From an optimization exercise on the open Yosys and OpenROAD flow, aimed at small area, a short achievable clock period and few clock cycles; shortcuts taken in it are not production practice.
RTL that was checked went through simulation tests only; none was proved equivalent to the original.
Power is estimated from default activity; no workload was simulated.

==> module coprocessador, before the edit <==
module coprocessador(
	instruction,
	clk,
	rst,
	wr,
	dataOut,
	incorrect_addr_flag,
	overflow_flag,
	done_flag
);
	input [17:0] instruction;
	input clk, rst, wr;
	output reg [7:0] dataOut;
	output reg incorrect_addr_flag;
	output overflow_flag;
	output done_flag;
	localparam NOP = 3'b000, LOAD = 3'b001, STORE = 3'b010, ADD = 3'b011,
	           SUB = 3'b100, MULE = 3'b101, MULM = 3'b110, RST = 3'b111;
	wire [2:0] opcode = instruction[2:0];
	reg armed;         
	reg done;
	reg [17:0] ir;     
	reg ir_wr;
	reg st_pend;       
	reg clr_pend;      
	reg czero;         
	reg rst_q;         
	reg go_pend;       
	reg ovf;
	wire start = armed & (opcode != NOP) & ~rst;
	wire op_in = (opcode == ADD) | (opcode == SUB) | (opcode == MULE) | (opcode == MULM);
	wire start_op = start & op_in;
	assign done_flag = done;
	assign overflow_flag = ovf;
	reg is_mulm, is_mule, is_add, is_sub;
	wire [7:0] scal = ir[10:3];    
	reg act1;                  
	reg [4:0] j1, k1;          
	reg [7:0] xq [0:4];
	reg [7:0] yq;
	wire busy = act1;
	wire last1 = is_mulm ? (j1[4] & k1[4]) : j1[4];
	wire first1 = ~is_mulm | k1[0];
	wire [4:0] kn = is_mulm ? {k1[3:0], k1[4]} : 5'b00001;
	wire [4:0] jn = (is_mulm & ~k1[4]) ? j1 : {j1[3:0], j1[4]};
	always @(posedge clk) begin
		ir <= instruction;
		ir_wr <= wr;
		rst_q <= rst;
		if (rst) begin
			armed <= 1'b1;
			done <= 1'b0;
			st_pend <= 1'b0;
			clr_pend <= 1'b0;
			act1 <= 1'b0;
			go_pend <= 1'b0;
		end else begin
			armed <= (opcode == NOP);
			st_pend <= start & (opcode == STORE);
			clr_pend <= start & (opcode == RST);
			if (start) begin
				done <= ~op_in;
			end else if (act1 & last1) begin
				done <= 1'b1;
			end
			go_pend <= start_op & rst_q;
			if ((start_op & ~rst_q) | go_pend) begin
				act1 <= 1'b1;
			end else if (last1) begin
				act1 <= 1'b0;
			end
		end
		if (~busy & ~go_pend) begin
			is_mulm <= (opcode == MULM);
			is_mule <= (opcode == MULE);
			is_add <= (opcode == ADD);
			is_sub <= (opcode == SUB);
		end
		if (act1) begin
			j1 <= jn;
			k1 <= kn;
			sb <= (is_mulm & kn[4]) ? {jn[3:0], jn[4]} : jn;
		end else begin
			j1 <= 5'b00001;
			k1 <= 5'b00001;
			sb <= 5'b00001;
		end
	end
	wire ld_in = (opcode == LOAD);
	wire st_in = (opcode == STORE);
	wire bad_in = ld_in ? ((instruction[5:3] > 3'd4) | (instruction[8:6] > 3'd4)) :
	                      ((instruction[6:4] > 3'd4) | (instruction[9:7] > 3'd4));
	always @(posedge clk) begin
		incorrect_addr_flag <= ((ld_in | st_in) & bad_in) | ((opcode == NOP) & incorrect_addr_flag);
	end
	reg [7:0] A [0:4][0:4];
	reg [7:0] B [0:4][0:4];
	wire clear = rst_q | clr_pend;
	wire [7:0] wdata = ir[17:10] & {8{~clear}};
	wire st_ok = st_pend & ir_wr;
	genvar r, c;
	generate
		for (r = 0; r < 5; r = r + 1) begin : gr
			for (c = 0; c < 5; c = c + 1) begin : gc
				wire hit = st_ok & (ir[9:7] == r) & (ir[6:4] == c);
				always @(posedge clk) begin
					if (clear | (hit & ~ir[3])) A[r][c] <= wdata;
					if (clear | (hit & ir[3])) B[r][c] <= wdata;
				end
			end
		end
	endgenerate
	reg [7:0] C [0:4][0:4];
	always @(posedge clk) begin
		if (rst | (start & (opcode == RST))) czero <= 1'b1;
		else if (act1) czero <= 1'b0;
	end
	wire [4:0] lrow, lcol;
	generate
		for (c = 0; c < 5; c = c + 1) begin : ld
			assign lrow[c] = (instruction[8:6] == c);
			assign lcol[c] = (instruction[5:3] == c);
		end
	endgenerate
	wire [4:0] lrowg = lrow & {5{ld_in & ~czero}};
	reg [7:0] lrowv [0:4];
	reg [7:0] lval;
	integer i, k;
	always @(*) begin
		lval = dataOut & {8{opcode == NOP}};
		for (i = 0; i < 5; i = i + 1) begin
			lrowv[i] = 8'd0;
			for (k = 0; k < 5; k = k + 1)
				lrowv[i] = lrowv[i] | (C[i][k] & {8{lcol[k]}});
			lval = lval | (lrowv[i] & {8{lrowg[i]}});
		end
	end
	always @(posedge clk) begin
		dataOut <= lval;
	end
	wire [4:0] sa = ~act1 ? 5'b00001 : is_mulm ? kn : jn;    
	reg [4:0] sb;
	reg [7:0] acol [0:4];
	reg [7:0] bcol [0:4];
	reg [7:0] bnext;
	always @(*) begin
		bnext = 8'd0;
		for (i = 0; i < 5; i = i + 1) begin
			acol[i] = 8'd0;
			bcol[i] = 8'd0;
			for (k = 0; k < 5; k = k + 1) begin
				acol[i] = acol[i] | (A[i][k] & {8{sa[k]}});
				bcol[i] = bcol[i] | (B[i][k] & {8{sb[k]}});
			end
			bnext = bnext | (bcol[i] & {8{kn[i]}});
		end
	end
	always @(posedge clk) begin
		for (i = 0; i < 5; i = i + 1) xq[i] <= acol[i];
		if (~act1)
			yq <= (opcode == MULM) ? B[0][0] : (opcode == MULE) ? instruction[10:3] : 8'd1;
		else
			yq <= is_mulm ? bnext : is_mule ? scal : 8'd1;
	end
	wire [4:0] mov;
	wire [7:0] prod [0:4];
	wire [4:0] aov;
	wire [4:0] b80;
	generate
		for (r = 0; r < 5; r = r + 1) begin : lane
			mul8bc2 m(xq[r], yq, prod[r], mov[r]);
			wire [7:0] left = is_mulm ? (first1 ? 8'd0 : C[r][4]) :
			                  is_add ? bcol[r] : is_sub ? ~bcol[r] : 8'd0;
			wire [7:0] sum = left + prod[r] + {7'd0, is_sub};
			assign aov[r] = (left[7] == prod[r][7]) & (sum[7] != left[7]);
			assign b80[r] = is_sub & (bcol[r] == 8'h80);
			always @(posedge clk) begin
				if (act1) begin
					if (first1) begin
						C[r][0] <= C[r][1];
						C[r][1] <= C[r][2];
						C[r][2] <= C[r][3];
						C[r][3] <= C[r][4];
					end
					C[r][4] <= sum;
				end
			end
		end
	endgenerate
	always @(posedge clk) begin
		if (start_op) ovf <= 1'b0;
		else if (act1) ovf <= ovf | (|mov) | (|aov) | (|b80);
	end
endmodule
Settings: LEC_CHECK=0, CAP_MARGIN=10, CORE_MARGIN=2, CORE_UTILIZATION=65, CTS_BUF_LIST=sky130_fd_sc_hd__clkbuf_8 sky130_fd_sc_hd__clkbuf_16, CTS_CLUSTER_DIAMETER=60, CTS_CLUSTER_SIZE=30, PLACE_DENSITY=0.75, SLEW_MARGIN=10; clock period 20.0 ns.
run.sh (not shown) runs the stock make flow with config.mk's settings and CLKGATE_MAP_FILE= SYNTH_SCRIPT=/design/flow/synth_recipe.tcl, a recipe that flattens the netlist after the stock synthesis.
==> next run, changes <==
--- a/flow/design.v
+++ b/flow/design.v
@@ -117,62 +117,50 @@
 	output done_flag;
 	localparam NOP = 3'b000, LOAD = 3'b001, STORE = 3'b010, ADD = 3'b011,
 	           SUB = 3'b100, MULE = 3'b101, MULM = 3'b110, RST = 3'b111;
 	wire [2:0] opcode = instruction[2:0];
+	wire [7:0] scal = instruction[10:3];    
 	reg armed;         
 	reg done;
-	reg [17:0] ir;     
-	reg ir_wr;
-	reg st_pend;       
 	reg clr_pend;      
 	reg czero;         
-	reg rst_q;         
-	reg go_pend;       
 	reg ovf;
 	wire start = armed & (opcode != NOP) & ~rst;
 	wire op_in = (opcode == ADD) | (opcode == SUB) | (opcode == MULE) | (opcode == MULM);
 	wire start_op = start & op_in;
 	assign done_flag = done;
 	assign overflow_flag = ovf;
 	reg is_mulm, is_mule, is_add, is_sub;
-	wire [7:0] scal = ir[10:3];    
 	reg act1;                  
 	reg [4:0] j1, k1;          
+	reg [4:0] sb;              
 	reg [7:0] xq [0:4];
 	reg [7:0] yq;
-	wire busy = act1;
 	wire last1 = is_mulm ? (j1[4] & k1[4]) : j1[4];
 	wire first1 = ~is_mulm | k1[0];
 	wire [4:0] kn = is_mulm ? {k1[3:0], k1[4]} : 5'b00001;
 	wire [4:0] jn = (is_mulm & ~k1[4]) ? j1 : {j1[3:0], j1[4]};
 	always @(posedge clk) begin
-		ir <= instruction;
-		ir_wr <= wr;
-		rst_q <= rst;
 		if (rst) begin
 			armed <= 1'b1;
 			done <= 1'b0;
-			st_pend <= 1'b0;
 			clr_pend <= 1'b0;
 			act1 <= 1'b0;
-			go_pend <= 1'b0;
 		end else begin
 			armed <= (opcode == NOP);
-			st_pend <= start & (opcode == STORE);
 			clr_pend <= start & (opcode == RST);
 			if (start) begin
 				done <= ~op_in;
 			end else if (act1 & last1) begin
 				done <= 1'b1;
 			end
-			go_pend <= start_op & rst_q;
-			if ((start_op & ~rst_q) | go_pend) begin
+			if (start_op) begin
 				act1 <= 1'b1;
 			end else if (last1) begin
 				act1 <= 1'b0;
 			end
 		end
-		if (~busy & ~go_pend) begin
+		if (~act1) begin
 			is_mulm <= (opcode == MULM);
 			is_mule <= (opcode == MULE);
 			is_add <= (opcode == ADD);
 			is_sub <= (opcode == SUB);
@@ -195,19 +183,19 @@
 		incorrect_addr_flag <= ((ld_in | st_in) & bad_in) | ((opcode == NOP) & incorrect_addr_flag);
 	end
 	reg [7:0] A [0:4][0:4];
 	reg [7:0] B [0:4][0:4];
-	wire clear = rst_q | clr_pend;
-	wire [7:0] wdata = ir[17:10] & {8{~clear}};
-	wire st_ok = st_pend & ir_wr;
+	wire clear = rst | clr_pend;
+	wire [7:0] wdata = instruction[17:10] & {8{~clear}};
+	wire st_ok = st_in & wr;
 	genvar r, c;
 	generate
 		for (r = 0; r < 5; r = r + 1) begin : gr
 			for (c = 0; c < 5; c = c + 1) begin : gc
-				wire hit = st_ok & (ir[9:7] == r) & (ir[6:4] == c);
+				wire hit = st_ok & (instruction[9:7] == r) & (instruction[6:4] == c);
 				always @(posedge clk) begin
-					if (clear | (hit & ~ir[3])) A[r][c] <= wdata;
-					if (clear | (hit & ir[3])) B[r][c] <= wdata;
+					if (clear | (hit & ~instruction[3])) A[r][c] <= wdata;
+					if (clear | (hit & instruction[3])) B[r][c] <= wdata;
 				end
 			end
 		end
 	endgenerate
@@ -239,9 +227,8 @@
 	always @(posedge clk) begin
 		dataOut <= lval;
 	end
 	wire [4:0] sa = ~act1 ? 5'b00001 : is_mulm ? kn : jn;    
-	reg [4:0] sb;
 	reg [7:0] acol [0:4];
 	reg [7:0] bcol [0:4];
 	reg [7:0] bnext;
 	always @(*) begin
@@ -252,15 +239,15 @@
 			for (k = 0; k < 5; k = k + 1) begin
 				acol[i] = acol[i] | (A[i][k] & {8{sa[k]}});
 				bcol[i] = bcol[i] | (B[i][k] & {8{sb[k]}});
 			end
-			bnext = bnext | (bcol[i] & {8{kn[i]}});
+			bnext = bnext | (bcol[i] & {8{k1[(i + 4) % 5]}});
 		end
 	end
 	always @(posedge clk) begin
 		for (i = 0; i < 5; i = i + 1) xq[i] <= acol[i];
 		if (~act1)
-			yq <= (opcode == MULM) ? B[0][0] : (opcode == MULE) ? instruction[10:3] : 8'd1;
+			yq <= (opcode == MULM) ? B[0][0] : (opcode == MULE) ? scal : 8'd1;
 		else
 			yq <= is_mulm ? bnext : is_mule ? scal : 8'd1;
 	end
 	wire [4:0] mov;
The new run finished with timing, DRC and antenna clean.
Wire length is about the same.
First-iteration DRC count rises by 24%.
Register-to-register slack degrades by 0.36 ns.
Clock skew is higher by 0.014 ns.
Setup slack gains 0.010 ns.
Design area is lower by about 0.7%.
Sequential power barely changes.
Sequential share of layout area fell by 0.67 points.
Hold slack hardly moves.
Synthesized cell count went up by 1.3%.
Testbench counts after the change, summed over its fixed seeds: cycles 27,000.
No functional check of the RTL was part of the first run of this note.

The RTL this note starts from:
==> flow/design.v <==
module mul8bc2(a, b, p, ovf);
	input  [7:0] a, b;
	output [7:0] p;
	output ovf;
	wire t1 = a[0] & b[0];
	wire t2 = a[0] & b[1];
	wire t3 = a[0] & b[2];
	wire t4 = a[0] & b[3];
	wire t5 = a[0] & b[4];
	wire t6 = a[0] & b[5];
	wire t7 = a[0] & b[6];
	wire t8 = a[0] & b[7];
	wire t9 = a[1] & b[0];
	wire t10 = a[1] & b[1];
	wire t11 = a[1] & b[2];
	wire t12 = a[1] & b[3];
	wire t13 = a[1] & b[4];
	wire t14 = a[1] & b[5];
	wire t15 = a[1] & b[6];
	wire t16 = a[2] & b[0];
	wire t17 = a[2] & b[1];
	wire t18 = a[2] & b[2];
	wire t19 = a[2] & b[3];
	wire t20 = a[2] & b[4];
	wire t21 = a[2] & b[5];
	wire t22 = a[3] & b[0];
	wire t23 = a[3] & b[1];
	wire t24 = a[3] & b[2];
	wire t25 = a[3] & b[3];
	wire t26 = a[3] & b[4];
	wire t27 = a[4] & b[0];
	wire t28 = a[4] & b[1];
	wire t29 = a[4] & b[2];
	wire t30 = a[4] & b[3];
	wire t31 = a[5] & b[0];
	wire t32 = a[5] & b[1];
	wire t33 = a[5] & b[2];
	wire t34 = a[6] & b[0];
	wire t35 = a[6] & b[1];
	wire t36 = a[7] & b[0];
	wire t37 = t7 ^ t14;
	wire t38 = t7 & t14;
	wire t39 = t8 ^ t15 ^ t21;
	wire t40 = t26 ^ t30;
	wire t41 = t5 ^ t12;
	wire t42 = t5 & t12;
	wire t43 = t6 ^ t13 ^ t19;
	wire t44 = (t6 & t13) | (t6 & t19) | (t13 & t19);
	wire t45 = t24 ^ t28;
	wire t46 = t24 & t28;
	wire t47 = t20 ^ t25 ^ t29;
	wire t48 = (t20 & t25) | (t20 & t29) | (t25 & t29);
	wire t49 = t32 ^ t34 ^ t37;
	wire t50 = (t32 & t34) | (t32 & t37) | (t34 & t37);
	wire t51 = t33 ^ t35 ^ t36;
	wire t52 = t39 ^ t40 ^ t38;
	wire t53 = t4 ^ t11;
	wire t54 = t4 & t11;
	wire t55 = t18 ^ t23 ^ t27;
	wire t56 = (t18 & t23) | (t18 & t27) | (t23 & t27);
	wire t57 = t31 ^ t43 ^ t45;
	wire t58 = (t31 & t43) | (t31 & t45) | (t43 & t45);
	wire t59 = t47 ^ t49 ^ t44;
	wire t60 = (t47 & t49) | (t47 & t44) | (t49 & t44);
	wire t61 = t51 ^ t52 ^ t48;
	wire t62 = t3 ^ t10;
	wire t63 = t3 & t10;
	wire t64 = t17 ^ t22 ^ t53;
	wire t65 = (t17 & t22) | (t17 & t53) | (t22 & t53);
	wire t66 = t41 ^ t55 ^ t54;
	wire t67 = (t41 & t55) | (t41 & t54) | (t55 & t54);
	wire t68 = t42 ^ t57 ^ t56;
	wire t69 = (t42 & t57) | (t42 & t56) | (t57 & t56);
	wire t70 = t46 ^ t59 ^ t58;
	wire t71 = (t46 & t59) | (t46 & t58) | (t59 & t58);
	wire t72 = t50 ^ t61 ^ t60;
	wire [7:0] ra = {t72, t70, t68, t66, t64, t16, t2, t1};
	wire [7:0] rb = {t71, t69, t67, t65, t63, t62, t9, 1'b0};
	assign p = ra + rb;
	wire [6:0] da = a[7:1] ^ a[6:0];
	wire [6:0] db = b[7:1] ^ b[6:0];
	wire [8:0] ga, gb;
	genvar n;
	generate
		for (n = 0; n < 9; n = n + 1) begin : th
			if (n < 2) begin : lo
				assign ga[n] = 1'b1;
				assign gb[n] = 1'b1;
			end else begin : hi
				assign ga[n] = |da[6:n-2];
				assign gb[n] = |db[6:n-2];
			end
		end
	endgenerate
	wire [8:0] hb = gb & ~{1'b0, gb[8:1]};
	wire ge11 = |(hb[8:3] & {ga[3], ga[4], ga[5], ga[6], ga[7], ga[8]});
	wire ge10 = |(hb[8:2] & {ga[2], ga[3], ga[4], ga[5], ga[6], ga[7], ga[8]});
	wire ge9  = |(hb[8:1] & {ga[1], ga[2], ga[3], ga[4], ga[5], ga[6], ga[7], ga[8]});
	wire sgn = a[7] ^ b[7];
	assign ovf = ge11 | (ge10 & ((p[7] ^ sgn) | (p == 8'd0))) | (ge9 & ~sgn & (p == 8'h80));
endmodule
module coprocessador(
	instruction,
	clk,
	rst,
	wr,
	dataOut,
	incorrect_addr_flag,
	overflow_flag,
	done_flag
);
	input [17:0] instruction;
	input clk, rst, wr;
	output reg [7:0] dataOut;
	output reg incorrect_addr_flag;
	output overflow_flag;
	output done_flag;
	localparam NOP = 3'b000, LOAD = 3'b001, STORE = 3'b010, ADD = 3'b011,
	           SUB = 3'b100, MULE = 3'b101, MULM = 3'b110, RST = 3'b111;
	wire [2:0] opcode = instruction[2:0];
	wire [7:0] scal = instruction[10:3];    
	reg armed;         
	reg done;
	reg clr_pend;      
	reg czero;         
	reg ovf;
	wire start = armed & (opcode != NOP) & ~rst;
	wire op_in = (opcode == ADD) | (opcode == SUB) | (opcode == MULE) | (opcode == MULM);
	wire start_op = start & op_in;
	assign done_flag = done;
	assign overflow_flag = ovf;
	reg is_mulm, is_mule, is_add, is_sub;
	reg act1;                  
	reg [4:0] j1, k1;          
	reg [4:0] sb;              
	reg [7:0] xq [0:4];
	reg [7:0] yq;
	wire last1 = is_mulm ? (j1[4] & k1[4]) : j1[4];
	wire first1 = ~is_mulm | k1[0];
	wire [4:0] kn = is_mulm ? {k1[3:0], k1[4]} : 5'b00001;
	wire [4:0] jn = (is_mulm & ~k1[4]) ? j1 : {j1[3:0], j1[4]};
	always @(posedge clk) begin
		if (rst) begin
			armed <= 1'b1;
			done <= 1'b0;
			clr_pend <= 1'b0;
			act1 <= 1'b0;
		end else begin
			armed <= (opcode == NOP);
			clr_pend <= start & (opcode == RST);
			if (start) begin
				done <= ~op_in;
			end else if (act1 & last1) begin
				done <= 1'b1;
			end
			if (start_op) begin
				act1 <= 1'b1;
			end else if (last1) begin
				act1 <= 1'b0;
			end
		end
		if (~act1) begin
			is_mulm <= (opcode == MULM);
			is_mule <= (opcode == MULE);
			is_add <= (opcode == ADD);
			is_sub <= (opcode == SUB);
		end
		if (act1) begin
			j1 <= jn;
			k1 <= kn;
			sb <= (is_mulm & kn[4]) ? {jn[3:0], jn[4]} : jn;
		end else begin
			j1 <= 5'b00001;
			k1 <= 5'b00001;
			sb <= 5'b00001;
		end
	end
	wire ld_in = (opcode == LOAD);
	wire st_in = (opcode == STORE);
	wire bad_in = ld_in ? ((instruction[5:3] > 3'd4) | (instruction[8:6] > 3'd4)) :
	                      ((instruction[6:4] > 3'd4) | (instruction[9:7] > 3'd4));
	always @(posedge clk) begin
		incorrect_addr_flag <= ((ld_in | st_in) & bad_in) | ((opcode == NOP) & incorrect_addr_flag);
	end
	reg [7:0] A [0:4][0:4];
	reg [7:0] B [0:4][0:4];
	wire clear = rst | clr_pend;
	wire [7:0] wdata = instruction[17:10] & {8{~clear}};
	wire st_ok = st_in & wr;
	genvar r, c;
	generate
		for (r = 0; r < 5; r = r + 1) begin : gr
			for (c = 0; c < 5; c = c + 1) begin : gc
				wire hit = st_ok & (instruction[9:7] == r) & (instruction[6:4] == c);
				always @(posedge clk) begin
					if (clear | (hit & ~instruction[3])) A[r][c] <= wdata;
					if (clear | (hit & instruction[3])) B[r][c] <= wdata;
				end
			end
		end
	endgenerate
	reg [7:0] C [0:4][0:4];
	always @(posedge clk) begin
		if (rst | (start & (opcode == RST))) czero <= 1'b1;
		else if (act1) czero <= 1'b0;
	end
	wire [4:0] lrow, lcol;
	generate
		for (c = 0; c < 5; c = c + 1) begin : ld
			assign lrow[c] = (instruction[8:6] == c);
			assign lcol[c] = (instruction[5:3] == c);
		end
	endgenerate
	wire [4:0] lrowg = lrow & {5{ld_in & ~czero}};
	reg [7:0] lrowv [0:4];
	reg [7:0] lval;
	integer i, k;
	always @(*) begin
		lval = dataOut & {8{opcode == NOP}};
		for (i = 0; i < 5; i = i + 1) begin
			lrowv[i] = 8'd0;
			for (k = 0; k < 5; k = k + 1)
				lrowv[i] = lrowv[i] | (C[i][k] & {8{lcol[k]}});
			lval = lval | (lrowv[i] & {8{lrowg[i]}});
		end
	end
	always @(posedge clk) begin
		dataOut <= lval;
	end
	wire [4:0] sa = ~act1 ? 5'b00001 : is_mulm ? kn : jn;    
	reg [7:0] acol [0:4];
	reg [7:0] bcol [0:4];
	reg [7:0] bnext;
	always @(*) begin
		bnext = 8'd0;
		for (i = 0; i < 5; i = i + 1) begin
			acol[i] = 8'd0;
			bcol[i] = 8'd0;
			for (k = 0; k < 5; k = k + 1) begin
				acol[i] = acol[i] | (A[i][k] & {8{sa[k]}});
				bcol[i] = bcol[i] | (B[i][k] & {8{sb[k]}});
			end
			bnext = bnext | (bcol[i] & {8{k1[(i + 4) % 5]}});
		end
	end
	always @(posedge clk) begin
		for (i = 0; i < 5; i = i + 1) xq[i] <= acol[i];
		if (~act1)
			yq <= (opcode == MULM) ? B[0][0] : (opcode == MULE) ? scal : 8'd1;
		else
			yq <= is_mulm ? bnext : is_mule ? scal : 8'd1;
	end
	wire [4:0] mov;
	wire [7:0] prod [0:4];
	wire [4:0] aov;
	wire [4:0] b80;
	generate
		for (r = 0; r < 5; r = r + 1) begin : lane
			mul8bc2 m(xq[r], yq, prod[r], mov[r]);
			wire [7:0] left = is_mulm ? (first1 ? 8'd0 : C[r][4]) :
			                  is_add ? bcol[r] : is_sub ? ~bcol[r] : 8'd0;
			wire [7:0] sum = left + prod[r] + {7'd0, is_sub};
			assign aov[r] = (left[7] == prod[r][7]) & (sum[7] != left[7]);
			assign b80[r] = is_sub & (bcol[r] == 8'h80);
			always @(posedge clk) begin
				if (act1) begin
					if (first1) begin
						C[r][0] <= C[r][1];
						C[r][1] <= C[r][2];
						C[r][2] <= C[r][3];
						C[r][3] <= C[r][4];
					end
					C[r][4] <= sum;
				end
			end
		end
	endgenerate
	always @(posedge clk) begin
		if (start_op) ovf <= 1'b0;
		else if (act1) ovf <= ovf | (|mov) | (|aov) | (|b80);
	end
endmodule
export LEC_CHECK = 0
export CAP_MARGIN = 40
export CORE_MARGIN = 2
export CORE_UTILIZATION = 65
export CTS_BUF_LIST = sky130_fd_sc_hd__clkbuf_8 sky130_fd_sc_hd__clkbuf_16
export CTS_CLUSTER_DIAMETER = 60
export CTS_CLUSTER_SIZE = 30
export PLACE_DENSITY = 0.75
export SLEW_MARGIN = 40
create_clock -name core_clock -period 20.0 [get_ports {clk}]
standard.sh (not shown) runs the stock make flow with config.mk's settings and CLKGATE_MAP_FILE= SYNTH_SCRIPT=/design/flow/synth_recipe.tcl, a recipe that flattens the netlist after the stock synthesis.
==> flow/flow/run.sh <==
#!/bin/bash
# Standard layout (standard synthesis, standard steps), with timing repair
# aimed at a setup slack of SETUP_SLACK_MARGIN ns at the design's clock
# period, plain buffers (instead of delay cells) on the ports, and a clock
# tree without dummy loads.
set -euo pipefail
CTS='-sink_clustering_enable -repair_clock_nets -sink_clustering_size 30 -sink_clustering_max_diameter 60 -buf_list {sky130_fd_sc_hd__clkbuf_8 sky130_fd_sc_hd__clkbuf_16} -dont_use_dummy_load'
bash standard.sh SETUP_SLACK_MARGIN=15 'BUFFER_PORTS_ARGS=-buffer_cell sky130_fd_sc_hd__buf_4' "CTS_ARGS=$CTS" finish > flow_make.log 2>&1
Testbench counts at the start, summed over its fixed seeds: cycles 27,000.
Next try:
--- a/flow/design.v
+++ b/flow/design.v
@@ -119,9 +119,13 @@
 	           SUB = 3'b100, MULE = 3'b101, MULM = 3'b110, RST = 3'b111;
 	wire [2:0] opcode = instruction[2:0];
-	wire [7:0] scal = instruction[10:3];    
 	reg armed;         
 	reg done;
+	reg [17:0] ir;     
+	reg ir_wr;
+	reg st_pend;       
 	reg clr_pend;      
 	reg czero;         
+	reg rst_q;         
+	reg go_pend;       
 	reg ovf;
 	wire start = armed & (opcode != NOP) & ~rst;
@@ -131,9 +135,10 @@
 	assign overflow_flag = ovf;
 	reg is_mulm, is_mule, is_add, is_sub;
+	wire [7:0] scal = ir[10:3];    
 	reg act1;                  
 	reg [4:0] j1, k1;          
-	reg [4:0] sb;              
 	reg [7:0] xq [0:4];
 	reg [7:0] yq;
+	wire busy = act1;
 	wire last1 = is_mulm ? (j1[4] & k1[4]) : j1[4];
 	wire first1 = ~is_mulm | k1[0];
@@ -141,11 +146,17 @@
 	wire [4:0] jn = (is_mulm & ~k1[4]) ? j1 : {j1[3:0], j1[4]};
 	always @(posedge clk) begin
+		ir <= instruction;
+		ir_wr <= wr;
+		rst_q <= rst;
 		if (rst) begin
 			armed <= 1'b1;
 			done <= 1'b0;
+			st_pend <= 1'b0;
 			clr_pend <= 1'b0;
 			act1 <= 1'b0;
+			go_pend <= 1'b0;
 		end else begin
 			armed <= (opcode == NOP);
+			st_pend <= start & (opcode == STORE);
 			clr_pend <= start & (opcode == RST);
 			if (start) begin
@@ -154,5 +165,6 @@
 				done <= 1'b1;
 			end
-			if (start_op) begin
+			go_pend <= start_op & rst_q;
+			if ((start_op & ~rst_q) | go_pend) begin
 				act1 <= 1'b1;
 			end else if (last1) begin
@@ -160,5 +172,5 @@
 			end
 		end
-		if (~act1) begin
+		if (~busy & ~go_pend) begin
 			is_mulm <= (opcode == MULM);
 			is_mule <= (opcode == MULE);
@@ -169,31 +181,29 @@
 			j1 <= jn;
 			k1 <= kn;
-			sb <= (is_mulm & kn[4]) ? {jn[3:0], jn[4]} : jn;
 		end else begin
 			j1 <= 5'b00001;
 			k1 <= 5'b00001;
-			sb <= 5'b00001;
-		end
-	end
-	wire ld_in = (opcode == LOAD);
-	wire st_in = (opcode == STORE);
-	wire bad_in = ld_in ? ((instruction[5:3] > 3'd4) | (instruction[8:6] > 3'd4)) :
-	                      ((instruction[6:4] > 3'd4) | (instruction[9:7] > 3'd4));
-	always @(posedge clk) begin
-		incorrect_addr_flag <= ((ld_in | st_in) & bad_in) | ((opcode == NOP) & incorrect_addr_flag);
+		end
+	end
+	wire ld_go = start & (opcode == LOAD);
+	wire st_go = start & (opcode == STORE);
+	wire bad_in = (opcode == LOAD) ? ((instruction[5:3] > 3'd4) | (instruction[8:6] > 3'd4)) :
+	                                 ((instruction[6:4] > 3'd4) | (instruction[9:7] > 3'd4));
+	always @(posedge clk) begin
+		incorrect_addr_flag <= ((ld_go | st_go) & bad_in) | (~start & incorrect_addr_flag);
 	end
 	reg [7:0] A [0:4][0:4];
 	reg [7:0] B [0:4][0:4];
-	wire clear = rst | clr_pend;
-	wire [7:0] wdata = instruction[17:10] & {8{~clear}};
-	wire st_ok = st_in & wr;
+	wire clear = rst_q | clr_pend;
+	wire [7:0] wdata = ir[17:10] & {8{~clear}};
+	wire st_ok = st_pend & ir_wr;
 	genvar r, c;
 	generate
 		for (r = 0; r < 5; r = r + 1) begin : gr
 			for (c = 0; c < 5; c = c + 1) begin : gc
-				wire hit = st_ok & (instruction[9:7] == r) & (instruction[6:4] == c);
+				wire hit = st_ok & (ir[9:7] == r) & (ir[6:4] == c);
 				always @(posedge clk) begin
-					if (clear | (hit & ~instruction[3])) A[r][c] <= wdata;
-					if (clear | (hit & instruction[3])) B[r][c] <= wdata;
+					if (clear | (hit & ~ir[3])) A[r][c] <= wdata;
+					if (clear | (hit & ir[3])) B[r][c] <= wdata;
 				end
 			end
@@ -212,10 +222,10 @@
 		end
 	endgenerate
-	wire [4:0] lrowg = lrow & {5{ld_in & ~czero}};
+	wire [4:0] lrowg = lrow & {5{ld_go & ~czero}};
 	reg [7:0] lrowv [0:4];
 	reg [7:0] lval;
 	integer i, k;
 	always @(*) begin
-		lval = dataOut & {8{opcode == NOP}};
+		lval = dataOut & {8{~start}};
 		for (i = 0; i < 5; i = i + 1) begin
 			lrowv[i] = 8'd0;
@@ -229,4 +239,5 @@
 	end
 	wire [4:0] sa = ~act1 ? 5'b00001 : is_mulm ? kn : jn;    
+	wire [4:0] sb = is_mulm ? jn : j1;                       
 	reg [7:0] acol [0:4];
 	reg [7:0] bcol [0:4];
@@ -241,5 +252,5 @@
 				bcol[i] = bcol[i] | (B[i][k] & {8{sb[k]}});
 			end
-			bnext = bnext | (bcol[i] & {8{k1[(i + 4) % 5]}});
+			bnext = bnext | (bcol[i] & {8{kn[i]}});
 		end
 	end
@@ -247,5 +258,5 @@
 		for (i = 0; i < 5; i = i + 1) xq[i] <= acol[i];
 		if (~act1)
-			yq <= (opcode == MULM) ? B[0][0] : (opcode == MULE) ? scal : 8'd1;
+			yq <= (opcode == MULM) ? B[0][0] : (opcode == MULE) ? instruction[10:3] : 8'd1;
 		else
 			yq <= is_mulm ? bnext : is_mule ? scal : 8'd1;
=> Total power goes up by a few percent; first-iteration DRC count goes up by roughly a tenth; combinational power goes up by a few percent; core utilization goes down by 1.9 points; non-clock buffer count goes down by 9; synthesized cell count goes down slightly.
Testbench counts after the change, summed over its fixed seeds: cycles 27,000.

[static timing again, ports no longer ideal]
The results above use ideal ports. As a check the final layouts listed here were re-extracted and re-timed, cells and wires unchanged. Step 1 (the two cells are an assumption about what drives the block):
set clk [get_ports {clk}]
set_driving_cell -lib_cell sky130_fd_sc_hd__clkbuf_16 $clk
set_driving_cell -lib_cell sky130_fd_sc_hd__buf_2 [delete_from_list [all_inputs] $clk]
Step 2 moves the port delays by t, midway between the first and last clock arrival at a register: inputs arrive t later, outputs are due t later. That takes back most of the time a late clock gives input paths. a / b / c = no drivers / after step 1 / after step 2; a / b = the first two.
| run | shift t [ns] | setup WS [ns] | worst data-port slew with drivers (ns) | cell pins on the clock port's net |
|---|---|---|---|---|
| the first run of note 1 | 0.670 | 13.491 / 13.532 / 12.862 | 0.14 | 1 |
| the second run of note 1 | 0.657 | 13.501 / 13.474 / 12.817 | 0.12 | 1 |
| the first run of note 2 | 0.639 | 14.879 / 14.763 / 14.124 | 0.27 | 1 |
| the second run of note 2 | 0.629 | 14.895 / 14.697 / 14.068 | 0.34 | 1 |
After both steps every run listed still meets setup and hold. For the second run of note 2, which loses most, drivers alone change the setup slack by -0.198 ns; drivers and shift together by -0.827 ns.
